This design comes from an exercise in tuning for small area on the open sky130 flow, not from production work. RTL that was checked went through simulation tests only; none was proved equivalent to the original. No functional check of the RTL was part of runs 1 to 4. The clock cells of runs 2 to 7 come from the design's own scripts or RTL, not from TritonCTS. The clock input has no modelled driver; a real chip could not lean on it and would need a root buffer or a full tree. Power is estimated from default activity; no workload was simulated.

==> design/flow/design.v <==
module i2c_master
#(
parameter input_clk = 25_000_000,
parameter bus_clk   = 400_000
)(
input           clk         ,
input           reset_n     ,
input           ena         ,
input     [6:0] addr        ,
input           rw          ,
input     [7:0] data_wr     ,
output reg      busy        ,
output reg[7:0] data_rd     ,
output reg      ack_error   ,
input           sda_i       ,
input           scl_i       ,
output          sda_oe      ,
output          scl_oe
);
localparam divider = (input_clk/bus_clk)/4;
localparam [1:0] T_CTRL = 2'b00;
localparam [1:0] T_CMD  = 2'b01;
localparam [1:0] T_WR   = 2'b10;
localparam [1:0] T_RD   = 2'b11;
localparam [2:0] C_READY = 3'b000;
localparam [2:0] C_START = 3'b001;
localparam [2:0] C_STOP  = 3'b010;
localparam [2:0] C_RSTART = 3'b011;
localparam [2:0] C_ACK1  = 3'b101;
localparam [2:0] C_ACK2  = 3'b110;
localparam [2:0] C_MACK  = 3'b111;
reg [1:0] ph;         
reg [3:0] sub;        
reg       stretch;
reg [1:0] typ;
reg [2:0] cnt;
reg [7:0] addr_rw;
reg [7:0] data_tx;    
wire sub0   = (sub == 4'd0);
wire wrap   = (sub == divider-1);
wire q1     = (ph == 2'b01);
wire q2     = (ph == 2'b11);
wire q3     = (ph == 2'b10);
wire rise   = sub0 & q1;               
wire fall   = sub0 & q3;               
wire dclk_p = sub0 ? ph[1] : ph[0];    
wire step   = ~stretch;
wire nq2    = step ? (wrap ? q1 : q2) : q2;
always @(posedge clk or negedge reset_n) begin
  if (~reset_n) begin
    ph <= 2'b00;
    sub <= 4'd0;
    stretch <= 1'b0;
  end else begin
    if (step) begin
      if (wrap) begin
        sub <= 4'd0;
        ph <= {ph[0], ~ph[1]};
      end else begin
        sub <= sub + 4'd1;
      end
    end
    stretch <= nq2 & ~scl_i;
  end
end
wire match    = (addr_rw == {addr, rw});
wire ctrl     = (typ == T_CTRL);
wire st_ready = ctrl & (cnt == C_READY);
wire st_start = ctrl & (cnt == C_START);
wire st_rstart = ctrl & (cnt == C_RSTART);
wire st_stop  = ctrl & (cnt == C_STOP);
wire st_ack1  = ctrl & (cnt == C_ACK1);
wire st_ack2  = ctrl & (cnt == C_ACK2);
wire st_mack  = ctrl & (cnt == C_MACK);
wire st_cmd   = (typ == T_CMD);
wire st_wr    = (typ == T_WR);
wire st_rd    = (typ == T_RD);
wire last     = (cnt == 3'd7);
wire load     = rise & ena & (st_ready | st_ack2 | st_mack);
wire tx_shift = (rise & st_wr) | (fall & st_rd);
wire rd_end   = rise & st_rd & last;
always @(posedge clk) begin
  if (load)
    addr_rw <= {addr, rw};
  if (load)
    data_tx[6:0] <= data_wr[6:0];
  else if (tx_shift)
    data_tx[6:0] <= {data_tx[5:0], st_wr | sda_i};
end
always @(posedge clk or negedge reset_n) begin
  if (~reset_n)
    data_tx[7] <= 1'b1;
  else if (load)
    data_tx[7] <= data_wr[7];
  else if (rd_end)
    data_tx[7] <= ~(ena & match);
  else if (tx_shift)
    data_tx[7] <= data_tx[6];
end
always @(posedge clk or negedge reset_n) begin
  if (~reset_n) begin
    typ <= T_CTRL;
    cnt <= C_READY;
    busy <= 1'b0;
    ack_error <= 1'b0;
    data_rd <= 8'd0;
  end else if (rise) begin
    if (!ctrl) begin
      if (st_wr | st_rd)
        busy <= 1'b1;
      if (last) begin
        typ <= T_CTRL;
        cnt <= {1'b1, typ};
        if (st_rd)
          data_rd <= data_tx;
      end else begin
        cnt <= cnt + 3'd1;
      end
    end else begin
      case (cnt)
        C_READY: begin
          busy <= ena;
          if (ena) cnt <= C_START;
        end
        C_START, C_RSTART: begin
          busy <= 1'b1;
          typ <= T_CMD;
          cnt <= 3'd0;
        end
        C_ACK1: begin
          typ <= addr_rw[0] ? T_RD : T_WR;
          cnt <= 3'd0;
        end
        C_ACK2, C_MACK: begin
          if (ena) begin
            busy <= 1'b0;
            if (match) begin
              typ <= cnt[1:0];
              cnt <= 3'd0;
            end else begin
              cnt <= C_RSTART;
            end
          end else begin
            cnt <= C_STOP;
          end
        end
        C_STOP: begin
          busy <= 1'b0;
          cnt <= C_READY;
        end
        default: ;
      endcase
    end
  end else if (fall) begin
    if (st_start)
      ack_error <= 1'b0;
    if (st_ack1 | st_ack2)
      ack_error <= ack_error | sda_i;
  end
end
reg sda_ena_n;
always @(*) begin
  case (typ)
    T_CMD:   sda_ena_n = addr_rw[~cnt];
    T_WR:    sda_ena_n = data_tx[7];
    T_RD:    sda_ena_n = 1'b1;
    default:
      case (cnt)
        C_START, C_RSTART: sda_ena_n = dclk_p;
        C_STOP:           sda_ena_n = ~dclk_p;
        C_ACK1:           sda_ena_n = 1'b1;
        default:          sda_ena_n = data_tx[7];
      endcase
  endcase
end
wire scl_ena = ~(st_ready | (st_start & dclk_p) | (st_stop & ~dclk_p));
assign scl_oe = scl_ena & ~ph[1];
assign sda_oe = ~sda_ena_n;
endmodule
==> design/flow/flow/run.sh <==
#!/bin/bash
# Own layout flow: the standard ORFS flow (via the standard.sh) with
#  - the standard synthesis script, except that ABC maps the logic with an
#    area-oriented script (abc_area.abc) instead of ORFS's;
#  - port buffers of the smallest buffer cell;
#  - a clock tree of K leaf buffers fed by the clock port (mycts.tcl).
set -eo pipefail
W=$PWD
F=$W/flow
export OWN_FLOW_DIR=$F
{
  head -n 1 synth_recipe.tcl
  cat <<TCL
proc abc {args} {
  set i [lsearch -exact \$args -script]
  if { \$i >= 0 } { set args [lreplace \$args [expr {\$i + 1}] [expr {\$i + 1}] $F/abc_area.abc] }
  yosys abc {*}\$args
}
TCL
  tail -n +2 synth_recipe.tcl
} > own_synth.tcl
export BUFFER_PORTS_ARGS="-buffer_cell sky130_fd_sc_hd__buf_1"
export PRE_CTS_TCL=$F/cts_hook.tcl
bash standard.sh SYNTH_SCRIPT=$W/own_synth.tcl finish > standard.log 2>&1
==> design/flow/flow/abc_area.abc <==
strash
&get -n
&deepsyn -T 30
&put
dch -f
amap
topo
==> design/flow/flow/cts_hook.tcl <==
# PRE_CTS_TCL hook: replace TritonCTS with my_cts (see mycts.tcl).
source $::env(OWN_FLOW_DIR)/mycts.tcl
rename clock_tree_synthesis triton_clock_tree_synthesis
proc clock_tree_synthesis { args } {
  my_cts {
    {3 sky130_fd_sc_hd__clkbuf_4}
    {2 sky130_fd_sc_hd__clkbuf_8}
    {4 sky130_fd_sc_hd__clkbuf_4}
    {2 sky130_fd_sc_hd__clkbuf_16}
    {3 sky130_fd_sc_hd__clkbuf_8}
    {4 sky130_fd_sc_hd__clkbuf_8}
  } 0.110
}
==> design/flow/flow/mycts.tcl <==

proc my_cts_pins {} {
  set pins {}
  foreach p [get_pins -hier */CLK] {
    set inst [[sta::sta_to_db_pin $p] getInst]
    set bb [$inst getBBox]
    lappend pins [list [expr {([$bb xMin] + [$bb xMax]) / 2000.0}] \
                       [expr {([$bb yMin] + [$bb yMax]) / 2000.0}] [get_full_name $p]]
  }
  return $pins
}

proc my_cts_split { pins parts } {
  # split pins into `parts` groups of equal size along their wider side
  set xs [lmap e $pins {lindex $e 0}]
  set ys [lmap e $pins {lindex $e 1}]
  set wx [expr {[tcl::mathfunc::max {*}$xs] - [tcl::mathfunc::min {*}$xs]}]
  set wy [expr {[tcl::mathfunc::max {*}$ys] - [tcl::mathfunc::min {*}$ys]}]
  set idx [expr {$wx >= $wy ? 0 : 1}]
  set pins [lsort -real -index $idx $pins]
  set n [llength $pins]
  set groups {}
  for {set g 0} {$g < $parts} {incr g} {
    lappend groups [lrange $pins [expr {$g * $n / $parts}] [expr {($g + 1) * $n / $parts - 1}]]
  }
  return $groups
}

proc my_cts_groups { k } {
  set pins [my_cts_pins]
  if { $k == 4 } {
    set groups {}
    foreach half [my_cts_split $pins 2] {
      lappend groups {*}[my_cts_split $half 2]
    }
    return $groups
  }
  return [my_cts_split $pins $k]
}

proc my_cts_insert { k cell tag } {
  set bufs {}
  set g 0
  foreach grp [my_cts_groups $k] {
    set cx 0
    set cy 0
    foreach e $grp {
      set cx [expr {$cx + [lindex $e 0]}]
      set cy [expr {$cy + [lindex $e 1]}]
    }
    set m [llength $grp]
    set loads [lmap e $grp {get_pins [lindex $e 2]}]
    set name clkbuf_${tag}_${g}
    insert_buffer -buffer_cell $cell -net clk -load_pins $loads \
      -location [list [expr {$cx / $m}] [expr {$cy / $m}]] \
      -buffer_name $name -net_name clknet_${tag}_${g}
    lappend bufs $name
    incr g
  }
  return $bufs
}

proc my_cts_max_slew {} {
  set mx 0
  foreach p [get_pins -hier */CLK] {
    set s [get_property $p slew_max]
    if { $s > $mx } { set mx $s }
  }
  return $mx
}

proc my_cts { choices limit } {
  set_propagated_clock [all_clocks]
  set tag 0
  foreach c $choices {
    lassign $c k cell
    set bufs [my_cts_insert $k $cell $tag]
    detailed_placement
    estimate_parasitics -placement
    set s [my_cts_max_slew]
    puts "my_cts: $k x $cell: largest clock-pin slew estimate [format %.4f $s] ns"
    if { $s <= $limit } {
      puts "my_cts: keeping $k x $cell"
      return
    }
    remove_buffers [get_cells $bufs]
    incr tag
  }
  error "my_cts: no choice meets the slew limit"
}
==> design/flow/standard.sh <==
#!/bin/bash
# synth_recipe.tcl (not shown) runs the flow's synth.tcl, then flattens the netlist and writes it again
# the make line also repeats each setting of config.mk as NAME=value (left out here)
make -C /OpenROAD-flow-scripts/flow DESIGN_CONFIG=/design/flow/config.mk WORK_HOME=/design/flow/orfs CLKGATE_MAP_FILE= SYNTH_SCRIPT=/design/flow/synth_recipe.tcl "${@:-finish}"
==> design/flow/config.mk <==
export PLATFORM = sky130hd
export DESIGN_NAME = i2c_master
export DESIGN_NICKNAME = i2c_master
export VERILOG_FILES = /design/flow/design.v
export SDC_FILE = /design/flow/constraint.sdc
export NUM_CORES = 4
export LEC_CHECK = 0
export CAP_MARGIN = 20
export CORE_MARGIN = 2
export CORE_UTILIZATION = 80
export SLEW_MARGIN = 20
==> design/flow/constraint.sdc <==
create_clock -name core_clock -period 40.0 [get_ports {clk}]
set_input_delay 8.0000 -clock core_clock [delete_from_list [all_inputs] [get_ports {clk}]]
set_output_delay 8.0000 -clock core_clock [all_outputs]
set_load 0.01 [all_outputs]
==> results of run 1 <==
-- cell families after synthesis --
kind of cell               after synthesis  synth area share (%)
adders and majority gates                4                  2.67
AOI/OAI and AO/OA                       63                  23.8
and+or+nand+nor                         55                  12.6
DFF                                     38                  54.8
buffers and inverters                   30                  6.01
==> results by group, run 1 <==
Synth
  • Synth area leader: dfrtp_1
  • #FFs+latches synth: 38
  • Cell with the most instances after synthesis: clkinv_1
  • Dominant synthesized flop cell: dfrtp_1
  • Main area contributors after synthesis: dfrtp_1 29%, edfxtp_1 24%, o22a_1 7.5%
  • Register area share after synthesis: between 50 and 60%
  • Post-synth top cells: 30 x clkinv_1, 28 x nor2_1, 22 x dfrtp_1, 16 x o22a_1, 15 x edfxtp_1
  • Synth Instances: 190
  • Synth Area per Inst: ~9.9 µm²
  • Top-area cell type share of the netlist area: about 29%
  • Synth Warn #: 1
  • Syn Nets: roughly 220
  • Number of synthesized flops with an enable pin: 15
  • Async SR Flop Fraction: around 61%
  • Netlist cell types: 29
  • Post-Syn Area: approximately 0.0019 mm²

Run status
  • Err: [ERROR GPL-0301] Utilization 100.378 % exceeds 100%.
  • Status: stopped before the end
  • Stop stage: 3_3_place_gp

Floorplan
  • Die Wd: roughly 52 µm
  • # IOs: 33
  • Starting Density: 84.7%
  • DIE HEIGHT: between 50 and 60 µm
  • # rows: 17

Place
  • Buffers added on ports: 32
==> run 2: changes to the inputs <==
--- a/design/flow/design.v
+++ b/design/flow/design.v
@@ -105,9 +105,10 @@
     ack_error <= 1'b0;
     data_rd <= 8'd0;
   end else if (rise) begin
+    busy <= ctrl ? (cnt[2] ? ~(cnt[1] & ena) :
+                    (cnt == C_READY) ? ena :
+                    (cnt != C_STOP)) : 1'b1;
     if (!ctrl) begin
-      if (st_wr | st_rd)
-        busy <= 1'b1;
       if (last) begin
         typ <= T_CTRL;
         cnt <= {1'b1, typ};
@@ -119,11 +120,9 @@
     end else begin
       case (cnt)
         C_READY: begin
-          busy <= ena;
           if (ena) cnt <= C_START;
         end
         C_START, C_RSTART: begin
-          busy <= 1'b1;
           typ <= T_CMD;
           cnt <= 3'd0;
         end
@@ -133,7 +132,6 @@
         end
         C_ACK2, C_MACK: begin
           if (ena) begin
-            busy <= 1'b0;
             if (match) begin
               typ <= cnt[1:0];
               cnt <= 3'd0;
@@ -145,7 +143,6 @@
           end
         end
         C_STOP: begin
-          busy <= 1'b0;
           cnt <= C_READY;
         end
         default: ;
--- a/design/flow/flow/run.sh
+++ b/design/flow/flow/run.sh
@@ -1,15 +1,19 @@
 #!/bin/bash
 # Own layout flow: the standard ORFS flow (via the standard.sh) with
-#  - the standard synthesis script, except that ABC maps the logic with an
-#    area-oriented script (abc_area.abc) instead of ORFS's;
+#  - the standard synthesis script, except that adders are not mapped to
+#    adder cells and ABC maps the logic with an area-oriented script
+#    (abc_area.abc) instead of ORFS's;
 #  - port buffers of the smallest buffer cell;
 #  - a clock tree of K leaf buffers fed by the clock port (mycts.tcl).
 set -eo pipefail
 W=$PWD
 F=$W/flow
 export OWN_FLOW_DIR=$F
+export OWN_FLOW_LOG_DIR=$W
 {
   head -n 1 synth_recipe.tcl
+  # no adder cells: ABC maps the small counters better from plain logic
+  echo 'set ::env(ADDER_MAP_FILE) ""'
   cat <<TCL
 proc abc {args} {
   set i [lsearch -exact \$args -script]
==> design/flow/flow/abc_area.abc (replaced) <==
strash
&get -n
&deepsyn -I 4 -J 50
&put
dch -f
amap
topo
--- a/design/flow/flow/cts_hook.tcl
+++ b/design/flow/flow/cts_hook.tcl
@@ -6,8 +6,7 @@
     {3 sky130_fd_sc_hd__clkbuf_4}
     {2 sky130_fd_sc_hd__clkbuf_8}
     {4 sky130_fd_sc_hd__clkbuf_4}
-    {2 sky130_fd_sc_hd__clkbuf_16}
     {3 sky130_fd_sc_hd__clkbuf_8}
     {4 sky130_fd_sc_hd__clkbuf_8}
-  } 0.110
+  } 0.112
 }
==> design/flow/flow/my_cts_trial.tcl (new file) <==
# One trial of my_cts: load the placed design, buffer the clock with
# MY_CTS_K x MY_CTS_CELL (from the environment) and print the largest clock-pin slew
# estimated from placement.
set k $::env(MY_CTS_K)
set cell $::env(MY_CTS_CELL)
foreach lib $::env(LIB_FILES) { read_liberty $lib }
read_db $::env(RESULTS_DIR)/3_place.odb
read_sdc $::env(RESULTS_DIR)/3_place.sdc
source $::env(PLATFORM_DIR)/setRC.tcl
source $::env(OWN_FLOW_DIR)/mycts.tcl
set_propagated_clock [all_clocks]
my_cts_insert $k $cell 0
detailed_placement
estimate_parasitics -placement
puts "MY_CTS_SLEW [my_cts_max_slew]"
--- a/design/flow/flow/mycts.tcl
+++ b/design/flow/flow/mycts.tcl
@@ -54,8 +54,13 @@
     insert_buffer -buffer_cell $cell -net clk -load_pins $loads \
       -location [list [expr {$cx / $m}] [expr {$cy / $m}]] \
       -buffer_name $name -net_name clknet_${tag}_${g}
-    lappend bufs $name
     incr g
+  }
+  # the clock net now drives only the new buffers (insert_buffer may make
+  # their names unique, so take them from the net)
+  set block [ord::get_db_block]
+  foreach it [[$block findNet clk] getITerms] {
+    lappend bufs [[$it getInst] getName]
   }
   return $bufs
 }
@@ -70,21 +75,22 @@
 }
 
 proc my_cts { choices limit } {
+  # each choice is tried on the placed design in a separate OpenROAD run
+  # (my_cts_trial.tcl), so that a rejected trial leaves nothing behind
   set_propagated_clock [all_clocks]
-  set tag 0
   foreach c $choices {
     lassign $c k cell
-    set bufs [my_cts_insert $k $cell $tag]
-    detailed_placement
-    estimate_parasitics -placement
-    set s [my_cts_max_slew]
+    set out [exec env MY_CTS_K=$k MY_CTS_CELL=$cell openroad -no_init -exit $::env(OWN_FLOW_DIR)/my_cts_trial.tcl \
+      |& tee -a $::env(OWN_FLOW_LOG_DIR)/my_cts_trials.log]
+    if { ![regexp {MY_CTS_SLEW ([0-9.eE+-]+)} $out -> s] } {
+      error "my_cts: trial $k x $cell failed"
+    }
     puts "my_cts: $k x $cell: largest clock-pin slew estimate [format %.4f $s] ns"
     if { $s <= $limit } {
       puts "my_cts: keeping $k x $cell"
+      my_cts_insert $k $cell 0
       return
     }
-    remove_buffers [get_cells $bufs]
-    incr tag
   }
   error "my_cts: no choice meets the slew limit"
 }
==> design/flow/config.mk (replaced) <==
export PLATFORM = sky130hd
export DESIGN_NAME = i2c_master
export DESIGN_NICKNAME = i2c_master
export VERILOG_FILES = /design/flow/design.v
export SDC_FILE = /design/flow/constraint.sdc
export NUM_CORES = 4
export LEC_CHECK = 0
export CAP_MARGIN = 0
export CORE_MARGIN = 2
export CORE_UTILIZATION = 65
export SLEW_MARGIN = 0
==> run 2 against run 1 <==
- now clean on timing, DRC and antenna
- area after synthesis fell by 6.7%
- synthesized cell count fell by 11%
==> results by group, run 2 <==
Run status
  • Status: no timing/DRC/antenna violations

Critical path
  • Setup crit end kind: output pin
  • Crit start category: flop
  • Crit Path Max Fanout: 7
  • CP arrival: 1940 ps
  • Launching point of the worst reg2reg path: sub[0]$_DFFE_PN0N_
  • Reg2reg setup slack: about 37,000 ps
  • Worst EP required: about 32,000 ps
  • Critical Path Start: cnt[0]$_DFFE_PN0P_
  • Kind of critical path: flop to output pin

STA
  • Slew Limit Fails: 0
  • Normalized max-slew margin: 52.5%
  • Skew final: between 9 and 10 ps
  • Tmin final: roughly 9900 ps
  • Final setup fails: 0
  • F_max: between 0.1 and 0.15 GHz
  • Period utilization: about a quarter
  • Final WS setup: between 30,000 and 40,000 ps
  • Unrepaired setup endpoints after global routing: false
  • Final Hold Vio Count: 0
  • Worst-margin pin slew: 710 ps
  • Setup_tns: 0 ps

Synth
  • Async SR Flop Fraction: between 60% and 70%
  • Synth Area per Inst: 10.3 µm²
  • Netlist cell types: 27
  • Number of synthesized flops with an enable pin: 15
  • Cell with the most instances after synthesis: nor2_1
  • Dominant synthesized flop cell: dfrtp_1
  • #FFs+latches synth: 38
  • Main area contributors after synthesis: dfrtp_1 32%, edfxtp_1 26%, o22a_1 5.5%
  • Synth Warn #: 1
  • Top-area cell type share of the netlist area: between 30% and 40%
  • Post-synth top cells: 24 x nor2_1, 23 x clkinv_1, 22 x dfrtp_1, 16 x nand2_1, 15 x edfxtp_1
  • Post-Syn Area: between 0.0015 and 0.002 mm²
  • Synth Instances: between 150 and 200
  • Synth area leader: dfrtp_1
  • Register area share after synthesis: 58.8%
  • Syn Nets: 190

Power and ir drop
  • Clk network pwr share: 9.7%
  • Logic pwr share: 41.7%
  • Worst VDD drop: 0.0554 mV
  • Sequential Power Share: approximately half
  • Leak: 0.730 nW
  • Switching Share: ~40%
  • PwrDens: 72.9 mW/mm²
  • Pint: between 0.00008 and 0.00009 W
  • Psw: 0.0000575 W

Place
  • Gpl congestion: just over 0.9
  • Buffers added on ports: 32
  • Detailed placement HPWL: approximately 2800 µm
  • Placed instance area: 0.00193 mm²
  • Setup WS pre-CTS: 30,160 ps

Cells and area
  • Design area: approximately 0.002 mm²
  • Fillers: about 180
  • Most common cell after layout, fill and taps aside: buf_1
  • Commonest non-fill, non-tap cells in the layout: 32 x buf_1, 24 x nor2_1, 23 x clkinv_1
  • Area growth, synth to finish: 11.8%
  • Final net count: roughly 230
  • Antenna cells: 0
  • Largest regs: addr_rw: 8 flops, data_rd: 8 flops, data_tx: 8 flops
  • Share of layout cells above drive strength 1: under 10%

Global routing
  • Initial antenna violation count: 0
  • Largest net degree at the start of global routing: 21
  • GRT overflow: 0
  • Number of global-route vias before repair: 1,363
  • First-pass GRT wire length: ~6300 µm
  • Total track usage: 25.0%

CTS
  • Post_cts resized: 0
  • Post-CTS setup buffers: 0
  • Worst-skew pair later-pin latency: about 170 ps
  • CTS Hold Buffers Added: 0
  • Clock Pin Slew Worst Setup and Hold Paths: 110 ps

Worst hold path
  • Hold Path Class: flop to flop
  • Beginning of the worst hold path: data_rd[5]$_DFFE_PN0P_

Detailed routing
  • Vias/cell: about 6.3
  • Initial detailed-routing violation count: 100
  • Antenna Nets Post-Route: 0
  • # DRC: 0
  • WL final: approximately 3800 µm
  • Drt pass-1 iters: 4
  • Average wire per standard cell: approximately 16 µm
  • Vias: ~1,500

Floorplan
  • Die Wd: between 50 and 60 µm
  • # rows: 18
  • DIE HEIGHT: approximately 56 µm
  • # IOs: 33
  • Die Area: between 0.003 and 0.004 mm²
  • CORE AREA: around 0.0025 mm²
  • Starting Density: between 60 and 70%

Job
  • Maxcap violations: 0
-- run 2: power groups by stage --
| stage | sequential [W] | combinational [W] | clock (W) |
|---|---|---|---|
| after floorplan | 0.0000689 | 0.0000406 | 0 |
| after global placement | 0.0000688 | 0.0000567 | 0 |
| after detailed placement | 0.0000696 | 0.0000587 | 0 |
| after CTS | 0.0000688 | 0.0000592 | 0.0000140 |
| after global routing | 0.0000709 | 0.0000663 | 0.0000155 |
| final | 0.0000692 | 0.0000593 | 0.0000138 |
-- run 2: layout make-up, clock buffers not listed --
cell class,count,area [µm²],share of cell area [%]
Multi-Input combinational cell,108,639,32.7
Timing Repair Buffer,34,135,6.92
Sequential cell,38,1030,52.6
Tap cell,30,37.5,1.92
Inverter,23,86.3,4.42
-- run 2: kinds of logic after synthesis --
logic type             Yosys count  synth area share, %
AND/OR/NAND/NOR                 52                 12.8
buffers and inverters           23                 4.94
flip-flops                      38                 58.8
AO/OA/AOI/OAI                   56                 23.5
-- run 2: path summary, 6_finish.rpt --
check | end | depth (start not counted)
worst max-delay path | sda_oe | 8
max in group asynchronous | data_tx[7]$_DFFE_PN1P_ | 2
worst min-delay path | data_rd[5]$_DFFE_PN0P_ | 1
worst min register to register | data_rd[5]$_DFFE_PN0P_ | 1
min in group asynchronous | busy$_DFFE_PN0P_ | 1
worst max register to register | data_rd[3]$_DFFE_PN0P_ | 9
-- run 2: through the flow --
stage | utilization (%) | cells | power [W] | hold slack (ps)
finish | 77.4 | 235 | 0.000142 | 516
global route | 77.4 | 235 | 0.000153 | 540
CTS | 77.4 | 235 | 0.000142 | 521
detailed placement | 76.3 | 233 | 0.000128 | 498
global placement | 76.3 | 233 | 0.000125 | 484
floorplan | - | 169 | 0.000110 | 476
-- run 2: critical path, stage by stage (launching register included) --
cell       delay, ps
dfrtp_1          470
clkinv_1         170
nand2_1          140
o22ai_1           80
a2111oi_0        390
nor3_1            90
o21ai_0          190
o21ai_0          100
buf_1            140
-- run 2: metal layers --
metal  GRT usage (%)  wire (µm)  vias to the layer above
met3            1.86        332                        4
met2            42.7       1780                       90
met5               0          0                        -
li1                -          -                      696
met4            2.72         39                        0
met1            36.7       1620                      700
==> run 3: changes to the inputs <==
==> design/flow/config.mk (replaced) <==
export PLATFORM = sky130hd
export DESIGN_NAME = i2c_master
export DESIGN_NICKNAME = i2c_master
export VERILOG_FILES = /design/flow/design.v
export SDC_FILE = /design/flow/constraint.sdc
export NUM_CORES = 4
export LEC_CHECK = 0
export CAP_MARGIN = 20
export CORE_AREA = 2 2 60 60
export DIE_AREA = 0 0 62 62
export SLEW_MARGIN = 20
==> run 3 against run 2 <==
- global-route usage decreased by 4.8 points
- fmax down 0.83%
- highest routed layer unchanged
- core utilization shrank 17 points
- area after synthesis stayed put
- synthesized cell count stayed put
- worst hold slack worse by 11 ps
- worst setup slack got worse by 83 ps
- largest cell class unchanged
==> results by group, run 3 <==
Detailed routing
  • Initial detailed-routing violation count: 120
  • WL final: roughly 3700 µm
  • Average wire per standard cell: roughly 15 µm
  • Vias/cell: 5.73
  • # DRC: 0
  • Vias: around 1,400
  • Antenna Nets Post-Route: 0
  • Drt pass-1 iters: 4

Synth
  • Synth Instances: roughly 170
  • Main area contributors after synthesis: dfrtp_1 32%, edfxtp_1 26%, o22a_1 5.5%
  • Synth Area per Inst: slightly above 10 µm²
  • Syn Nets: 190
  • Post-synth top cells: 24 x nor2_1, 23 x clkinv_1, 22 x dfrtp_1, 16 x nand2_1, 15 x edfxtp_1
  • Cell with the most instances after synthesis: nor2_1
  • Register area share after synthesis: 58.8%
  • #FFs+latches synth: 38
  • Synth area leader: dfrtp_1
  • Async SR Flop Fraction: between 60% and 70%
  • Synth Warn #: 1
  • Number of synthesized flops with an enable pin: 15
  • Post-Syn Area: about 0.0017 mm²
  • Top-area cell type share of the netlist area: a little under a third
  • Dominant synthesized flop cell: dfrtp_1
  • Netlist cell types: 27

Floorplan
  • Die Area: 0.00384 mm²
  • Die Wd: just over 60 µm
  • CORE AREA: ~0.0033 mm²
  • Starting Density: between 50 and 60%
  • DIE HEIGHT: 62 µm
  • # rows: 21
  • # IOs: 33

STA
  • Setup_tns: 0 ps
  • Worst-margin pin slew: roughly 750 ps
  • Final WS setup: roughly 30,000 ps
  • F_max: roughly 0.1 GHz
  • Slew Limit Fails: 0
  • Final hold slack: approximately 500 ps
  • Normalized max-slew margin: between 40% and 50%
  • Final Hold Vio Count: 0
  • Final setup fails: 0
  • Period utilization: roughly 25%
  • Unrepaired setup endpoints after global routing: false
  • Skew final: about 2.4 ps
  • Tmin final: about 10,000 ps

Critical path
  • Setup crit end kind: output pin
  • Reg2reg setup slack: about 37,000 ps
  • Worst EP required: between 30,000 and 40,000 ps
  • FF-to-FF End: data_rd[5]$_DFFE_PN0P_
  • R2R cell count: 9
  • CP peak stage delay: ~480 ps
  • Kind of critical path: flop to output pin
  • Critical Path Start: cnt[0]$_DFFE_PN0P_
  • CP dominant cell by count: o21ai_0
  • CP arrival: 2020 ps
  • Crit Path Max Fanout: 7
  • Slowest cell on crit path: dfrtp_1
  • Crit-path cells: clkinv_1, nand2_1, o22ai_1, a2111oi_0, nor3_1, o21ai_0, o21ai_0, buf_1
  • Critical Path Sink: sda_oe
  • Launching point of the worst reg2reg path: sub[0]$_DFFE_PN0N_
  • Crit start category: flop

CTS
  • Worst-skew pair later-pin latency: 140 ps
  • Post-CTS setup buffers: 0
  • Post_cts resized: 0
  • CTS Hold Buffers Added: 0
  • Clock Pin Slew Worst Setup and Hold Paths: 80 ps

Global routing
  • Total track usage: 20.1%
  • First-pass GRT wire length: 5890 µm
  • Largest net degree at the start of global routing: 20
  • GRT overflow: 0
  • Number of global-route vias before repair: approximately 1,300
  • Initial antenna violation count: 0

Cells and area
  • Design area: 0.00199 mm²
  • Most common cell after layout, fill and taps aside: buf_1
  • Fillers: between 200 and 300
  • Final Util: between 60% and 70%
  • Final net count: around 230
  • Commonest non-fill, non-tap cells in the layout: 32 x buf_1, 24 x nor2_1, 23 x clkinv_1
  • Share of layout cells above drive strength 1: ~3.4%
  • Area growth, synth to finish: 13.8%
  • Largest regs: addr_rw: 8 flops, data_rd: 8 flops, data_tx: 8 flops
  • Antenna cells: 0

Power and ir drop
  • Switching Share: between 30% and 40%
  • Pint: between 0.00008 and 0.00009 W
  • Logic pwr share: between 40% and 50%
  • Sequential Power Share: a little under half
  • Worst VDD drop: roughly 0.03 mV
  • PwrDens: ~73 mW/mm²
  • Leak: about 0.74 nW
  • Clk network pwr share: 11.3%
  • Psw: 0.0000574 W

Place
  • Gpl congestion: approximately 0.85
  • Detailed placement HPWL: 2870 µm
  • Setup WS pre-CTS: around 30,000 ps
  • Placed instance area: about 0.002 mm²
  • Buffers added on ports: 32

Worst hold path
  • Hold Path Class: flop to flop

Run status
  • Status: no timing/DRC/antenna violations

Job
  • Maxcap violations: 0
-- run 3: per-layer routing --
| layer | GRT usage (%) | vias to the layer above | wire length [µm] |
|---|---|---|---|
| met5 | 0 | - | 0 |
| met4 | 1.82 | 0 | 36 |
| met3 | 1.04 | 3 | 169 |
| li1 | - | 711 | - |
| met2 | 34.8 | 36 | 1820 |
| met1 | 29.3 | 695 | 1660 |
-- run 3: worst min-delay path by stage --
| stage | startpoint | endpoint | slack (ps) | cells past startpoint |
|---|---|---|---|---|
| 6_report | data_tx[6]$_DFFE_PP_ | data_rd[6]$_DFFE_PN0P_ | 500 | 1 |
| 5_1_grt | data_rd[4]$_DFFE_PN0P_ | data_rd[4]$_DFFE_PN0P_ | 540 | 1 |
| 4_1_cts | data_tx[6]$_DFFE_PP_ | data_rd[6]$_DFFE_PN0P_ | 510 | 1 |
| 3_5_place_dp | data_tx[6]$_DFFE_PP_ | data_rd[6]$_DFFE_PN0P_ | 490 | 1 |
| 3_3_place_gp | ack_error$_DFFE_PN0P_ | ack_error$_DFFE_PN0P_ | 480 | 1 |
| 2_1_floorplan | data_tx[6]$_DFFE_PP_ | data_rd[6]$_DFFE_PN0P_ | 480 | 1 |
-- run 3: power by group through the flow --
stage,Combinational (W),Sequential [W],Clock [W]
6_report,0.0000589,0.0000692,0.0000164
3_3_place_gp,0.0000570,0.0000693,0
5_1_grt,0.0000671,0.0000712,0.0000186
4_1_cts,0.0000592,0.0000692,0.0000166
2_1_floorplan,0.0000406,0.0000689,0
3_5_place_dp,0.0000590,0.0000700,0
-- run 3: worst max-delay path, delay by kind of cell, from the launching register on --
kind / cells / cell delay, ps
AO/OA/AOI/OAI: 4 / 840
flip-flops: 1 / 480
buffers and inverters: 2 / 310
AND/OR/NAND/NOR: 2 / 250
-- run 3: final cells by class, clock buffers not listed --
type / instances / area, µm² / share of cell area, %
inverters: 23 / 86.3 / 4.35
multi-input cells: 108 / 639 / 32.2
repair buffers: 34 / 135 / 6.80
well taps: 46 / 57.6 / 2.90
flip-flops and latches: 38 / 1030 / 51.7
-- run 3: logic make-up after synthesis --
group / count (synthesis) / synth area share [%]
AND/OR/NAND/NOR: 52 / 12.8
flip-flops: 38 / 58.8
AO/OA/AOI/OAI: 56 / 23.5
buffers and inverters: 23 / 4.94
-- run 3: per-stage QoR --
step                power (W)  instances
detailed placement   0.000129        249
floorplan            0.000110        169
global route         0.000157        252
global placement     0.000126        249
CTS                  0.000145        252
finish               0.000145        252
==> run 4: changes to the inputs <==
--- a/design/flow/config.mk
+++ b/design/flow/config.mk
@@ -8,4 +8,5 @@
 export CAP_MARGIN = 20
 export CORE_AREA = 2 2 60 60
 export DIE_AREA = 0 0 62 62
+export GPL_TIMING_DRIVEN = 0
 export SLEW_MARGIN = 20
==> run 4 against run 3 <==
- cell count stayed put
- first-iteration DRC count shrank 42%
- synthesized cell count stayed put
- sequential power hardly changed
==> results by group, run 4 <==
STA
  • Tmin final: ~10,000 ps
  • Worst-margin pin slew: between 800 and 900 ps
  • Final setup fails: 0
  • F_max: 0.0981 GHz
  • Setup_tns: 0 ps
  • Final hold slack: around 500 ps
  • Unrepaired setup endpoints after global routing: false
  • Normalized max-slew margin: 42.5%
  • Slew Limit Fails: 0
  • Final Hold Vio Count: 0
  • Skew final: between 2 and 3 ps
  • Period utilization: 25.5%

Cells and area
  • Commonest non-fill, non-tap cells in the layout: 31 x buf_1, 24 x nor2_1, 23 x clkinv_1
  • Share of layout cells above drive strength 1: ~3.9%
  • Most common cell after layout, fill and taps aside: buf_1
  • Final net count: about 230
  • Area growth, synth to finish: 13.5%
  • Largest regs: addr_rw: 8 flops, data_rd: 8 flops, data_tx: 8 flops
  • Fillers: around 300
  • Layout Cells excl Fill: roughly 250
  • Antenna cells: 0

Run status
  • Status: no timing/DRC/antenna violations

Critical path
  • Slowest cell on crit path: a2111oi_2
  • Crit-path cells: buf_1, clkinv_1, a2111oi_2, clkinv_1, nand2_1
  • Crit start category: input port
  • CP arrival: ~10,000 ps
  • Critical Path Start: ena
  • Launching point of the worst reg2reg path: sub[0]$_DFFE_PN0N_
  • Worst EP required: between 30,000 and 40,000 ps
  • CP dominant cell by count: clkinv_1
  • Kind of critical path: input port to flop
  • R2R cell count: 7
  • FF-to-FF End: data_tx[0]$_DFFE_PP_
  • Setup crit end kind: flop
  • CP peak stage delay: 820 ps
  • Reg2reg setup slack: between 30,000 and 40,000 ps
  • Crit Path Max Fanout: 10
  • Critical Path Sink: data_tx[0]$_DFFE_PP_

Synth
  • Synth area leader: dfrtp_1
  • Post-synth top cells: 24 x nor2_1, 23 x clkinv_1, 22 x dfrtp_1, 16 x nand2_1, 15 x edfxtp_1
  • Cell with the most instances after synthesis: nor2_1
  • Dominant synthesized flop cell: dfrtp_1
  • Register area share after synthesis: roughly 59%
  • Synth Instances: 169
  • Netlist cell types: 27
  • Main area contributors after synthesis: dfrtp_1 32%, edfxtp_1 26%, o22a_1 5.5%
  • Synth Area per Inst: 10.3 µm²
  • Syn Nets: 190
  • Async SR Flop Fraction: between 60% and 70%
  • Post-Syn Area: about 0.0017 mm²
  • Top-area cell type share of the netlist area: a little under a third
  • Synth Warn #: 1
  • Number of synthesized flops with an enable pin: 15
  • #FFs+latches synth: 38

Floorplan
  • Die Area: approximately 0.0038 mm²
  • # rows: 21
  • # IOs: 33
  • DIE HEIGHT: 62 µm
  • Die Wd: a little over 60 µm
  • Starting Density: 53.2%
  • CORE AREA: 0.00328 mm²

Detailed routing
  • Vias/cell: between 5 and 6
  • Antenna Nets Post-Route: 0
  • # DRC: 0
  • Initial detailed-routing violation count: 70
  • Drt pass-1 iters: 4
  • Average wire per standard cell: approximately 15 µm
  • Vias: approximately 1,400
  • WL final: approximately 3700 µm

Global routing
  • Initial antenna violation count: 0
  • First-pass GRT wire length: 5780 µm
  • GRT overflow: 0
  • Largest net degree at the start of global routing: 24
  • Total track usage: between 15 and 20%
  • Number of global-route vias before repair: 1,234

Power and ir drop
  • Leak: about 0.74 nW
  • PwrDens: about 73 mW/mm²
  • Worst VDD drop: ~0.026 mV

CTS
  • Clock Pin Slew Worst Setup and Hold Paths: 80 ps
  • CTS Hold Buffers Added: 0
  • Post-CTS setup buffers: 0
  • Worst-skew pair later-pin latency: between 100 and 150 ps
  • Post_cts resized: 0

Place
  • Detailed placement HPWL: roughly 2800 µm
  • Placed insts: ~250
  • Buffers added on ports: 32
  • Gpl congestion: 0.917

Worst hold path
  • Hold Path Class: flop to flop
  • Hold Path Stages: 1

Job
  • Maxcap violations: 0
run 4: cell counts after synthesis:
Identical to the previous run, type by type.
run 4: cell families after synthesis:
| kind of cell | count (synthesis) | synth area share, % |
|---|---|---|
| AO/OA/AOI/OAI | 56 | 23.5 |
| buffers and inverters | 23 | 4.94 |
| flip-flops | 38 | 58.8 |
| AND/OR/NAND/NOR | 52 | 12.8 |
run 4: cell type report, clock buffers not listed:
cell class,instances,area (µm²),area share (%)
Tap cell,46,57.6,2.90
Sequential cell,38,1030,51.8
Multi-Input combinational cell,108,639,32.2
Timing Repair Buffer,34,131,6.62
Inverter,23,86.3,4.35
run 4: worst min path at each step:
stage                                 from                      to  slack (ps)
floorplan             data_tx[6]$_DFFE_PP_  data_rd[6]$_DFFE_PN0P_         480
global placement      data_tx[5]$_DFFE_PP_  data_rd[5]$_DFFE_PN0P_         490
detailed placement    data_tx[1]$_DFFE_PP_  data_rd[1]$_DFFE_PN0P_         500
CTS                 data_rd[5]$_DFFE_PN0P_  data_rd[5]$_DFFE_PN0P_         520
global route        data_rd[4]$_DFFE_PN0P_  data_rd[4]$_DFFE_PN0P_         540
finish              data_rd[5]$_DFFE_PN0P_  data_rd[5]$_DFFE_PN0P_         510
run 4: metal layers:
metal / global-route usage [%] / share of wire, %
met1: 29.9 / 46
met5: 0 / 0
met4: 1.22 / 0.38
met3: 1.24 / 5.4
met2: 33.6 / 48
run 4: metrics by stage:
step | power [W] | utilization, % | cell area [µm²] | setup WS [ps]
floorplan | 0.000110 | - | 1750 | 27750
global route | 0.000157 | 60.4 | 1980 | 29620
finish | 0.000144 | 60.4 | 1980 | 29810
CTS | 0.000145 | 60.4 | 1980 | 29740
global placement | 0.000125 | 58.6 | 1920 | 25400
detailed placement | 0.000129 | 59.1 | 1940 | 29580
run 4: report_power, final:
group          switching [W]  leakage [nW]  internal (W)  total (W)
registers          0.0000120         0.406     0.0000569  0.0000689
clock network     0.00000959        0.0216    0.00000689  0.0000165
logic              0.0000354         0.313     0.0000233  0.0000587
run 4: critical path, delay by kind of cell:
family	cells	cell delay, ps
AOI/OAI and AO/OA	1	820
and+or+nand+nor	1	410
buffers and inverters	3	770
==> run 5: changes to the inputs <==
--- a/design/flow/design.v
+++ b/design/flow/design.v
@@ -36,8 +36,8 @@
 reg [2:0] cnt;
 reg [7:0] addr_rw;
 reg [7:0] data_tx;    
-wire sub0   = (sub == 4'd0);
-wire wrap   = (sub == divider-1);
+wire sub0   = (sub == 4'd1);
+wire wrap   = (sub == divider);
 wire q1     = (ph == 2'b01);
 wire q2     = (ph == 2'b11);
 wire q3     = (ph == 2'b10);
@@ -49,16 +49,13 @@
 always @(posedge clk or negedge reset_n) begin
   if (~reset_n) begin
     ph <= 2'b00;
-    sub <= 4'd0;
+    sub <= 4'd1;
     stretch <= 1'b0;
   end else begin
     if (step) begin
-      if (wrap) begin
-        sub <= 4'd0;
+      sub <= (sub + 4'd1) | {3'b000, wrap};
+      if (wrap)
         ph <= {ph[0], ~ph[1]};
-      end else begin
-        sub <= sub + 4'd1;
-      end
     end
     stretch <= nq2 & ~scl_i;
   end
==> run 5 against run 4 <==
- worst setup slack better by 170 ps
- cell count unchanged
- register-to-register slack worse by 210 ps
- largest cell class unchanged
- clock skew up 0.87 ps
==> results by group, run 5 <==
Cells and area
  • Area growth, synth to finish: 12.8%
  • Largest regs: addr_rw: 8 flops, data_rd: 8 flops, data_tx: 8 flops
  • Flip-flop and latch area: 0.00103 mm²
  • Most common cell after layout, fill and taps aside: buf_1
  • Commonest non-fill, non-tap cells in the layout: 31 x buf_1, 27 x nor2_1, 25 x clkinv_1
  • Final net count: roughly 230
  • Design area: about 0.0020 mm²
  • Antenna cells: 0
  • Fillers: 316
  • Final Util: slightly below 60%
  • Share of layout cells above drive strength 1: 4.37%
  • Multi-input logic area: a little over 600 µm²

Floorplan
  • CORE AREA: about 0.0033 mm²
  • DIE HEIGHT: 62 µm
  • # rows: 21
  • Die Wd: between 60 and 70 µm
  • Die Area: slightly below 0.004 mm²
  • Starting Density: between 50% and 60%
  • # IOs: 33

Detailed routing
  • Antenna Nets Post-Route: 0
  • WL final: approximately 3700 µm
  • Average wire per standard cell: approximately 14 µm
  • # DRC: 0
  • Vias: approximately 1,400
  • Vias/cell: 5.60
  • Drt pass-1 iters: 4
  • Initial detailed-routing violation count: 83

CTS
  • Post-CTS setup buffers: 0
  • CTS Hold Buffers Added: 0
  • Post_cts resized: 0
  • Worst-skew pair later-pin latency: 160 ps
  • Clock Pin Slew Worst Setup and Hold Paths: roughly 90 ps

Synth
  • Top-area cell type share of the netlist area: 30.3%
  • Synth Instances: 169
  • Register area share after synthesis: 59.3%
  • Synth area leader: dfrtp_1
  • Post-synth top cells: 27 x nor2_1, 25 x clkinv_1, 21 x dfrtp_1, 15 x edfxtp_1, 12 x o21ai_0
  • Async SR Flop Fraction: 60.5%
  • #FFs+latches synth: 38
  • Netlist cell types: 28
  • Number of synthesized flops with an enable pin: 15
  • Post-Syn Area: about 0.0017 mm²
  • Dominant synthesized flop cell: dfrtp_1
  • Main area contributors after synthesis: dfrtp_1 30%, edfxtp_1 26%, nor2_1 5.8%
  • Synth Area per Inst: slightly above 10 µm²
  • Synth Warn #: 1
  • Cell with the most instances after synthesis: nor2_1
  • Syn Nets: 190

Global routing
  • Number of global-route vias before repair: 1,334
  • GRT overflow: 0
  • Largest net degree at the start of global routing: 24
  • Total track usage: around a fifth
  • First-pass GRT wire length: between 5000 and 6000 µm
  • Initial antenna violation count: 0

Run status
  • Status: no timing/DRC/antenna violations

STA
  • Tmin final: 10,020 ps
  • Setup_tns: 0 ps
  • Final setup fails: 0
  • Period utilization: 25.1%
  • Final Hold Vio Count: 0
  • F_max: about 0.10 GHz
  • Slew Limit Fails: 0
  • Unrepaired setup endpoints after global routing: false
  • Normalized max-slew margin: 51.8%
  • Worst-margin pin slew: between 700 and 800 ps
  • Skew final: ~3.4 ps

Critical path
  • Launching point of the worst reg2reg path: sub[0]$_DFFE_PN1N_
  • Crit start category: flop
  • Slowest cell on crit path: dfstp_2
  • Crit Path Max Fanout: 3
  • Reg2reg setup slack: about 36,000 ps
  • CP dominant cell by count: o21ai_0
  • Setup crit end kind: output pin
  • Worst EP required: 32,000 ps
  • FF-to-FF End: data_rd[4]$_DFFE_PN0P_
  • R2R cell count: 12
  • CP peak stage delay: 530 ps
  • Kind of critical path: flop to output pin
  • CP arrival: between 2000 and 2500 ps
  • Crit-path cells: clkinv_1, nor4_1, nand2_1, o21ai_0, o21ai_0, nor3_1, a21oi_1, o41ai_1, buf_1

Place
  • Detailed placement HPWL: ~2800 µm
  • Placed instance area: 0.00193 mm²
  • Gpl congestion: approximately 0.86
  • Buffers added on ports: 32

Power and ir drop
  • Leak: a little over 0.7 nW
  • Worst VDD drop: between 0.02 and 0.03 mV
  • PwrDens: 72.1 mW/mm²
  • Total power: around 0.00014 W

Worst hold path
  • Beginning of the worst hold path: data_rd[1]$_DFFE_PN0P_
  • Worst hold endpoint: data_rd[1]$_DFFE_PN0P_
  • Hold Path Class: flop to flop
  • Hold Path Stages: 1

Job
  • Maxcap violations: 0
==> run 5: layout make-up, clock buffers not listed <==
type	instances	area share (%)
sequential	38	52.6
multi-input combinational	106	31.5
timing repair buffer	33	6.59
inverter	25	4.80
tap	46	2.94
==> run 5: how the worst max path moves through the flow <==
stage | slack [ps] | endpoint | depth (start not counted) | startpoint
5_1_grt | 29690 | sda_oe | 9 | sub[0]$_DFFE_PN1N_
3_5_place_dp | 30050 | data_tx[3]$_DFFE_PP_ | 6 | ena
4_1_cts | 29910 | sda_oe | 9 | sub[0]$_DFFE_PN1N_
2_1_floorplan | 29620 | data_tx[0]$_DFFE_PP_ | 4 | ena
3_3_place_gp | 28500 | data_tx[2]$_DFFE_PP_ | 5 | ena
6_report | 29980 | sda_oe | 9 | sub[0]$_DFFE_PN1N_
==> run 5: kinds of logic after synthesis <==
kind of cell | after synthesis | share of synthesized area (%)
AOI/OAI and AO/OA | 55 | 22.6
buffers and inverters | 25 | 5.41
DFF | 38 | 59.3
and+or+nand+nor | 51 | 12.7
==> run 5: critical path, delay by kind of cell, from the launching register on <==
family	cells	cell delay [ps]
simple gates	3	610
flops	1	530
compound gates	4	440
buf+inv	2	280
==> run 5: per-layer routing <==
layer	GRT usage, %	vias up	wire length (µm)
met5	0	-	0
met4	4.26	0	56
met3	2.28	4	170
met2	35.4	39	1800
met1	26.2	675	1630
li1	-	694	-
==> run 5: power breakdown <==
part,total [W],internal (W),switching [W]
logic,0.0000593,0.0000228,0.0000365
clock network,0.0000137,0.00000479,0.00000890
registers,0.0000680,0.0000573,0.0000106
total,0.000141,0.0000849,0.0000560
==> run 5: through the flow <==
| stage | instances | hold slack (ps) | worst slack (ps) |
|---|---|---|---|
| after floorplan | 169 | 476 | 29620 |
| after global placement | 247 | 488 | 28500 |
| after detailed placement | 248 | 498 | 30050 |
| after CTS | 252 | 519 | 29910 |
| after global routing | 252 | 549 | 29690 |
| final | 252 | 516 | 29980 |
==> run 6: changes to the inputs <==
==> design/flow/flow/cts_hook.tcl (replaced) <==
# PRE_CTS_TCL hook: replace TritonCTS with my_cts (see mycts.tcl).
source $::env(OWN_FLOW_DIR)/mycts.tcl
rename clock_tree_synthesis triton_clock_tree_synthesis
proc clock_tree_synthesis { args } {
  my_cts {
    {3 sky130_fd_sc_hd__clkbuf_4 strips}
    {3 sky130_fd_sc_hd__clkbuf_4 kmeans}
    {2 sky130_fd_sc_hd__clkbuf_8 strips}
    {2 sky130_fd_sc_hd__clkbuf_8 kmeans}
    {4 sky130_fd_sc_hd__clkbuf_4 strips}
    {4 sky130_fd_sc_hd__clkbuf_4 kmeans}
    {3 sky130_fd_sc_hd__clkbuf_8 strips}
    {3 sky130_fd_sc_hd__clkbuf_8 kmeans}
    {4 sky130_fd_sc_hd__clkbuf_8 kmeans}
  } 0.112
}
==> design/flow/flow/my_cts_trial.tcl (replaced) <==
# One trial of my_cts: load the placed design, buffer the clock with
# MY_CTS_K x MY_CTS_CELL grouped by MY_CTS_METHOD (from the environment) and
# print the largest clock-pin slew estimated from placement.
set k $::env(MY_CTS_K)
set cell $::env(MY_CTS_CELL)
foreach lib $::env(LIB_FILES) { read_liberty $lib }
read_db $::env(RESULTS_DIR)/3_place.odb
read_sdc $::env(RESULTS_DIR)/3_place.sdc
source $::env(PLATFORM_DIR)/setRC.tcl
source $::env(OWN_FLOW_DIR)/mycts.tcl
set_propagated_clock [all_clocks]
my_cts_insert $k $cell $::env(MY_CTS_METHOD) 0
detailed_placement
estimate_parasitics -placement
puts "MY_CTS_SLEW [my_cts_max_slew]"
--- a/design/flow/flow/mycts.tcl
+++ b/design/flow/flow/mycts.tcl
@@ -26,8 +26,47 @@
   return $groups
 }
 
-proc my_cts_groups { k } {
+proc my_cts_kmeans { pins k } {
+  # Lloyd's k-means on pin positions, seeded with the strip split
+  set groups [my_cts_split $pins $k]
+  for {set it 0} {$it < 50} {incr it} {
+    set cents {}
+    foreach grp $groups {
+      set cx 0
+      set cy 0
+      foreach e $grp {
+        set cx [expr {$cx + [lindex $e 0]}]
+        set cy [expr {$cy + [lindex $e 1]}]
+      }
+      set m [expr {max(1, [llength $grp])}]
+      lappend cents [list [expr {$cx / $m}] [expr {$cy / $m}]]
+    }
+    set new {}
+    for {set g 0} {$g < $k} {incr g} { lappend new {} }
+    foreach e $pins {
+      set best 0
+      set bd 1e18
+      for {set g 0} {$g < $k} {incr g} {
+        lassign [lindex $cents $g] cx cy
+        set d [expr {abs([lindex $e 0] - $cx) + abs([lindex $e 1] - $cy)}]
+        if { $d < $bd } {
+          set bd $d
+          set best $g
+        }
+      }
+      lset new $best [concat [lindex $new $best] [list $e]]
+    }
+    if { $new eq $groups } { break }
+    set groups $new
+  }
+  return $groups
+}
+
+proc my_cts_groups { k method } {
   set pins [my_cts_pins]
+  if { $method eq "kmeans" } {
+    return [my_cts_kmeans $pins $k]
+  }
   if { $k == 4 } {
     set groups {}
     foreach half [my_cts_split $pins 2] {
@@ -38,10 +77,10 @@
   return [my_cts_split $pins $k]
 }
 
-proc my_cts_insert { k cell tag } {
+proc my_cts_insert { k cell method tag } {
   set bufs {}
   set g 0
-  foreach grp [my_cts_groups $k] {
+  foreach grp [my_cts_groups $k $method] {
     set cx 0
     set cy 0
     foreach e $grp {
@@ -49,6 +88,9 @@
       set cy [expr {$cy + [lindex $e 1]}]
     }
     set m [llength $grp]
+    if { $m == 0 } {
+      continue
+    }
     set loads [lmap e $grp {get_pins [lindex $e 2]}]
     set name clkbuf_${tag}_${g}
     insert_buffer -buffer_cell $cell -net clk -load_pins $loads \
@@ -79,16 +121,16 @@
   # (my_cts_trial.tcl), so that a rejected trial leaves nothing behind
   set_propagated_clock [all_clocks]
   foreach c $choices {
-    lassign $c k cell
-    set out [exec env MY_CTS_K=$k MY_CTS_CELL=$cell openroad -no_init -exit $::env(OWN_FLOW_DIR)/my_cts_trial.tcl \
+    lassign $c k cell method
+    set out [exec env MY_CTS_K=$k MY_CTS_CELL=$cell MY_CTS_METHOD=$method openroad -no_init -exit $::env(OWN_FLOW_DIR)/my_cts_trial.tcl \
       |& tee -a $::env(OWN_FLOW_LOG_DIR)/my_cts_trials.log]
     if { ![regexp {MY_CTS_SLEW ([0-9.eE+-]+)} $out -> s] } {
-      error "my_cts: trial $k x $cell failed"
+      error "my_cts: trial $k x $cell ($method) failed"
     }
-    puts "my_cts: $k x $cell: largest clock-pin slew estimate [format %.4f $s] ns"
+    puts "my_cts: $k x $cell ($method): largest clock-pin slew estimate [format %.4f $s] ns"
     if { $s <= $limit } {
-      puts "my_cts: keeping $k x $cell"
-      my_cts_insert $k $cell 0
+      puts "my_cts: keeping $k x $cell ($method)"
+      my_cts_insert $k $cell $method 0
       return
     }
   }
--- a/design/flow/config.mk
+++ b/design/flow/config.mk
@@ -9,4 +9,5 @@
 export CORE_AREA = 2 2 60 60
 export DIE_AREA = 0 0 62 62
 export GPL_TIMING_DRIVEN = 0
+export PLACE_DENSITY = 0.85
 export SLEW_MARGIN = 20
==> run 6 against run 5 <==
- highest routed layer unchanged
- wire length decreased by 5.3%
- cell count stayed put
- critical endpoint unchanged
- first-iteration DRC count fell by 36%
- synthesized cell count did not move
- final area is 0.19% higher
- via count is 0.85% lower
==> results by group, run 6 <==
Run status
  • Status: no timing/DRC/antenna violations

STA
  • Final Hold Vio Count: 0
  • Setup_tns: 0 ps
  • Tmin final: 10,100 ps
  • Final hold slack: ~500 ps
  • Unrepaired setup endpoints after global routing: false
  • Skew final: 14.5 ps
  • F_max: slightly below 0.1 GHz
  • Period utilization: roughly a quarter
  • Worst-margin pin slew: ~700 ps
  • Normalized max-slew margin: around 53%
  • Final setup fails: 0
  • Slew Limit Fails: 0

Detailed routing
  • Initial detailed-routing violation count: 53
  • # DRC: 0
  • Vias: between 1,000 and 1,500
  • Metal1 wirelength: about 1600 µm
  • Vias/cell: 5.56
  • Drt pass-1 iters: 4
  • WL final: roughly 3500 µm
  • Met3 WL: around 160 µm
  • Top Layer Used: met4
  • Average wire per standard cell: approximately 14 µm
  • Antenna Nets Post-Route: 0
  • DR WL met2: roughly 1600 µm

Critical path
  • Slowest cell on crit path: dfstp_2
  • Launching point of the worst reg2reg path: sub[0]$_DFFE_PN1N_
  • CP top delay family: simple AND/OR/NAND/NOR gates
  • CP dominant cell by count: o21ai_0
  • CP peak stage delay: 530 ps
  • Kind of critical path: flop to output pin
  • FF-to-FF End: data_rd[0]$_DFFE_PN0P_
  • Crit-path cells: clkinv_1, nor4_1, nand2_1, o21ai_0, o21ai_0, nor3_1, a21oi_1, o41ai_1, buf_1
  • Worst EP required: 32,000 ps
  • Crit start category: flop
  • Reg2reg setup slack: approximately 36,000 ps
  • Critical Path Start: sub[0]$_DFFE_PN1N_
  • Setup crit end kind: output pin
  • R2R cell count: 12
  • Crit Path Max Fanout: 3
  • Critical path depth: 9
  • CP arrival: 2100 ps
  • CP bufs+invs: 2

Power and ir drop
  • Total power: approximately 0.00014 W
  • PwrDens: between 70 and 80 mW/mm²
  • Leak: 0.713 nW
  • Worst VDD drop: between 0.02 and 0.025 mV

Synth
  • Top-area cell type share of the netlist area: ~30%
  • Async SR Flop Fraction: between 60 and 70%
  • #FFs+latches synth: 38
  • Main area contributors after synthesis: dfrtp_1 30%, edfxtp_1 26%, nor2_1 5.8%
  • Netlist cell types: 28
  • Main combinational cell family by area after synthesis: compound AO/OA/AOI/OAI gates
  • Post-Synth Adder-Cell Area: 0%
  • Dominant synthesized flop cell: dfrtp_1
  • Post-synth top cells: 27 x nor2_1, 25 x clkinv_1, 21 x dfrtp_1, 15 x edfxtp_1, 12 x o21ai_0
  • Register area share after synthesis: 59.3%
  • Synth Warn #: 1
  • Synth Area per Inst: around 10 µm²
  • Post-Syn Area: 0.00173 mm²
  • Cell with the most instances after synthesis: nor2_1
  • Post-synthesis mux area share: 0%
  • Synth Area in Simple Gates: between 10% and 20%
  • Post-Synth XOR/XNOR Area: 0%
  • Synth Instances: around 170
  • Number of synthesized flops with an enable pin: 15
  • Compound-cell area share of the yosys netlist: 22.6%
  • Syn Nets: 190
  • Synth area leader: dfrtp_1

Floorplan
  • # rows: 21
  • CORE AREA: 0.00328 mm²
  • # IOs: 33
  • Starting Density: a little over half
  • Die Wd: 62 µm
  • DIE HEIGHT: 62 µm
  • Die Area: just under 0.004 mm²

Global routing
  • Largest net degree at the start of global routing: 24
  • Total track usage: ~19%
  • Number of global-route vias before repair: approximately 1,300
  • Initial antenna violation count: 0
  • First-pass GRT wire length: about 5700 µm
  • GRT overflow: 0

Worst hold path
  • Beginning of the worst hold path: data_tx[1]$_DFFE_PP_
  • Hold Path Stages: 1
  • Hold Path Class: flop to flop
  • Worst hold endpoint: data_rd[1]$_DFFE_PN0P_

CTS
  • Post_cts resized: 0
  • CTS Hold Buffers Added: 0
  • Post-CTS setup buffers: 0
  • Clock Pin Slew Worst Setup and Hold Paths: 110 ps
  • Worst-skew pair later-pin latency: 170 ps

Place
  • Placed insts: roughly 250
  • Detailed placement HPWL: between 2000 and 3000 µm
  • Gpl congestion: ~0.92
  • Buffers added on ports: 32

Job
  • Maxcap violations: 0

Cells and area
  • Final net count: between 200 and 250
  • Area growth, synth to finish: 13.0%
  • Antenna cells: 0
  • Share of layout cells above drive strength 1: 4.37%
  • Most common cell after layout, fill and taps aside: buf_1
  • Fillers: between 300 and 400
  • Largest regs: addr_rw: 8 flops, data_rd: 8 flops, data_tx: 8 flops
  • Commonest non-fill, non-tap cells in the layout: 31 x buf_1, 27 x nor2_1, 25 x clkinv_1
  • Layout Cells excl Fill: approximately 250
==> run 6: cell count changes in the layout (fill, tap and decap cells not counted) <==
cell,delta
buf_4,-1
buf_6,+1
==> run 6: final cells by class, clock buffers not listed <==
class                   count  area (µm²)  share of cell area [%]
multi-input cells         106         617                    31.5
well taps                  46        57.6                    2.94
inverters                  25        93.8                    4.79
flip-flops and latches     38        1030                    52.5
repair buffers             33         133                    6.77
==> run 6: cell families after synthesis <==
group / Yosys count
AO/OA/AOI/OAI: 55
AND/OR/NAND/NOR: 51
flip-flops: 38
buffers and inverters: 25
==> run 6: stage by stage <==
step / setup slack [ps] / utilization [%] / cell area [µm²]
final: 29900 / 59.7 / 1960
after global placement: 28580 / 58.2 / 1910
after CTS: 29900 / 59.7 / 1960
after detailed placement: 30070 / 58.7 / 1930
after global routing: 29710 / 59.7 / 1960
after floorplan: 29620 / - / 1730
==> run 6: worst max path at each step <==
stage	end	slack (ps)
finish	sda_oe	29900
detailed placement	data_tx[0]$_DFFE_PP_	30070
global placement	data_tx[0]$_DFFE_PP_	28580
CTS	sda_oe	29900
global route	scl_oe	29710
floorplan	data_tx[0]$_DFFE_PP_	29620
==> run 6: layer usage <==
metal  vias up  GRT usage [%]
li1        699              -
met1       652           26.7
met2        40           33.2
met3         9           1.86
met4         0           4.86
met5         -              0
==> run 6: power by group <==
group	switching [W]	total [W]	internal, W
sequential	0.00000993	0.0000672	0.0000573
clock	0.00000971	0.0000145	0.00000480
combinational	0.0000360	0.0000589	0.0000229
==> run 7: changes to the inputs <==
--- a/design/flow/config.mk
+++ b/design/flow/config.mk
@@ -9,5 +9,4 @@
 export CORE_AREA = 2 2 60 60
 export DIE_AREA = 0 0 62 62
 export GPL_TIMING_DRIVEN = 0
-export PLACE_DENSITY = 0.85
 export SLEW_MARGIN = 20
==> run 7 against run 6 <==
- synthesized cell count did not move
- clock power fell by 6%
- worst hold slack improved by 16 ps
- worst setup slack better by 74 ps
- still clean
- combinational power up 0.7%
- critical path depth stayed put
- flip-flop and latch count unchanged
==> results by group, run 7 <==
Run status
  • Status: no timing/DRC/antenna violations

Detailed routing
  • Initial detailed-routing violation count: 83
  • # DRC: 0
  • Drt pass-1 iters: 4
  • Average wire per standard cell: roughly 14 µm
  • WL final: 3650 µm
  • Antenna Nets Post-Route: 0
  • Vias/cell: between 5 and 6
  • Vias: between 1,000 and 1,500

Power and ir drop
  • Worst VDD drop: between 0.02 and 0.03 mV
  • Total power: around 0.00014 W
  • Leak: roughly 0.7 nW
  • PwrDens: 72.1 mW/mm²

Synth
  • Netlist cell types: 28
  • Synth Instances: 169
  • #FFs+latches synth: 38
  • Main area contributors after synthesis: dfrtp_1 30%, edfxtp_1 26%, nor2_1 5.8%
  • Number of synthesized flops with an enable pin: 15
  • Async SR Flop Fraction: about three fifths
  • Post-Syn Area: 0.00173 mm²
  • Synth area leader: dfrtp_1
  • Dominant synthesized flop cell: dfrtp_1
  • Syn Nets: 190
  • Top-area cell type share of the netlist area: between 30% and 40%
  • Register area share after synthesis: 59.3%
  • Cell with the most instances after synthesis: nor2_1
  • Synth Area per Inst: around 10 µm²
  • Post-synth top cells: 27 x nor2_1, 25 x clkinv_1, 21 x dfrtp_1, 15 x edfxtp_1, 12 x o21ai_0
  • Synth Warn #: 1

Global routing
  • Initial antenna violation count: 0
  • Largest net degree at the start of global routing: 24
  • GRT overflow: 0
  • Total track usage: roughly a fifth
  • Number of global-route vias before repair: roughly 1,300
  • First-pass GRT wire length: 5840 µm

Place
  • Buffers added on ports: 32
  • Placed instance area: roughly 0.0019 mm²
  • Detailed placement HPWL: between 2000 and 3000 µm
  • Gpl congestion: between 0.8 and 0.9

Cells and area
  • Design area: roughly 0.002 mm²
  • Share of layout cells above drive strength 1: about 4.4%
  • Antenna cells: 0
  • Final net count: 229
  • Fillers: around 320
  • Commonest non-fill, non-tap cells in the layout: 31 x buf_1, 27 x nor2_1, 25 x clkinv_1
  • Final Util: 59.5%
  • Area growth, synth to finish: 12.8%
  • Most common cell after layout, fill and taps aside: buf_1
  • Largest regs: addr_rw: 8 flops, data_rd: 8 flops, data_tx: 8 flops

Critical path
  • Crit start category: flop
  • CP bufs+invs: 2
  • CP peak stage delay: between 500 and 600 ps
  • Crit Path Max Fanout: 3
  • CP top delay family: simple AND/OR/NAND/NOR gates
  • Setup crit end kind: output pin
  • CP arrival: 2020 ps
  • Slowest cell on crit path: dfstp_2
  • Kind of critical path: flop to output pin
  • Worst EP required: roughly 32,000 ps
  • Crit-path cells: clkinv_1, nor4_1, nand2_1, o21ai_0, o21ai_0, nor3_1, a21oi_1, o41ai_1, buf_1
  • CP dominant cell by count: o21ai_0

Floorplan
  • DIE HEIGHT: between 60 and 70 µm
  • Starting Density: 52.8%
  • Die Area: 0.00384 mm²
  • Die Wd: slightly above 60 µm
  • CORE AREA: 0.00328 mm²
  • # rows: 21
  • # IOs: 33

STA
  • Unrepaired setup endpoints after global routing: false
  • Final setup fails: 0
  • Normalized max-slew margin: 51.8%
  • Tmin final: between 10,000 and 15,000 ps
  • Slew Limit Fails: 0
  • Worst-margin pin slew: just over 700 ps
  • Skew final: roughly 3.4 ps
  • Setup_tns: 0 ps
  • Final hold slack: 516 ps
  • Final Hold Vio Count: 0
  • Period utilization: 25.1%
  • F_max: roughly 0.1 GHz

CTS
  • Worst-skew pair later-pin latency: between 150 and 200 ps
  • Post_cts resized: 0
  • Clock Pin Slew Worst Setup and Hold Paths: 90 ps
  • CTS Hold Buffers Added: 0
  • Post-CTS setup buffers: 0

Job
  • Maxcap violations: 0

Worst hold path
  • Hold Path Class: flop to flop
==> run 7: cell types whose count changed in the layout (fill, tap and decap cells not counted) <==
| cell | change |
|---|---|
| buf_4 | +1 |
| buf_6 | -1 |
==> run 7: worst register-to-register path, delay by kind of cell (launching register included) <==
family | cells | cell delay (ps)
AND/OR/NAND/NOR | 5 | 1580
buffers and inverters | 3 | 670
AO/OA/AOI/OAI | 4 | 880
flip-flops | 1 | 530
==> run 7: layout make-up, clock buffers not listed <==
type	instances	area, µm²	share of cell area, %
sequential	38	1030	52.6
multi-input combinational	106	617	31.5
tap	46	57.6	2.94
timing repair buffer	33	129	6.59
inverter	25	93.8	4.80
==> run 7: per-stage QoR <==
stage                     instances  worst slack [ps]
after global placement          247             28500
after floorplan                 169             29620
after CTS                       252             29910
after detailed placement        248             30050
final                           252             29980
after global routing            252             29690
==> run 7: worst paths after layout <==
path,to,from,depth (start not counted),slack (ps)
min in group asynchronous,data_rd[0]$_DFFE_PN0P_,reset_n,1,7800
max in group asynchronous,sub[0]$_DFFE_PN1N_,reset_n,1,31840
max,sda_oe,sub[0]$_DFFE_PN1N_,9,29980
max reg2reg,data_rd[4]$_DFFE_PN0P_,sub[0]$_DFFE_PN1N_,12,36240
min,data_rd[1]$_DFFE_PN0P_,data_rd[1]$_DFFE_PN0P_,1,520
min reg2reg,data_rd[1]$_DFFE_PN0P_,data_rd[1]$_DFFE_PN0P_,1,520
==> run 7: report_power, final <==
part           internal, W  switching (W)
clock           0.00000479     0.00000890
sequential       0.0000573      0.0000106
combinational    0.0000228      0.0000365
==> run 7: cell families after synthesis <==
family / after synthesis / synth area share [%]
buffers and inverters: 25 / 5.41
DFF: 38 / 59.3
and+or+nand+nor: 51 / 12.7
AOI/OAI and AO/OA: 55 / 22.6
==> run 7: per-layer routing <==
layer | vias up | global-route usage, % | part of all wire, %
met5 | - | 0 | 0
met4 | 0 | 4.26 | 1.5
met3 | 4 | 2.28 | 4.7
met2 | 39 | 35.4 | 49
met1 | 675 | 26.2 | 45
li1 | 694 | - | -

==> static timing again, ports no longer ideal <==
The flow's constraints put no driver on any port. The routed layouts listed below were extracted and timed again, unchanged, in two steps.
Step 1, drivers: a clkbuf_16 drives clk and a buf_2 each remaining input, both assumed.
Step 2 moves the port delays by t, midway between the first and last clock arrival at a register: inputs arrive t later, outputs are due t later. That takes back most of the time a late clock gives input paths.
a / b / c = ideal ports / drivers / drivers and shift; a / b = the first two.
run | t, ns | setup WS [ns] | latest minus earliest clock arrival (ns) | worst data-port slew with drivers (ns)
run 2 | 0.195 | 30.061 / 30.028 / 30.116 | 0.009 / 0.010 | 0.03
run 3 | 0.181 | 29.978 / 29.937 / 30.118 | 0.003 / 0.002 | 0.03
run 4 | 0.179 | 29.807 / 29.823 / 29.643 | 0.003 / 0.003 | 0.04
run 5 | 0.202 | 29.978 / 29.932 / 30.072 | 0.003 / 0.004 | 0.03
run 6 | 0.204 | 29.905 / 29.859 / 30.045 | 0.014 / 0.014 | 0.03
run 7 | 0.202 | 29.978 / 29.932 / 30.072 | 0.003 / 0.004 | 0.03
After both steps every run listed still meets setup and hold. For run 4, which loses most, drivers alone change the setup slack by +0.016 ns; drivers and shift together by -0.164 ns.
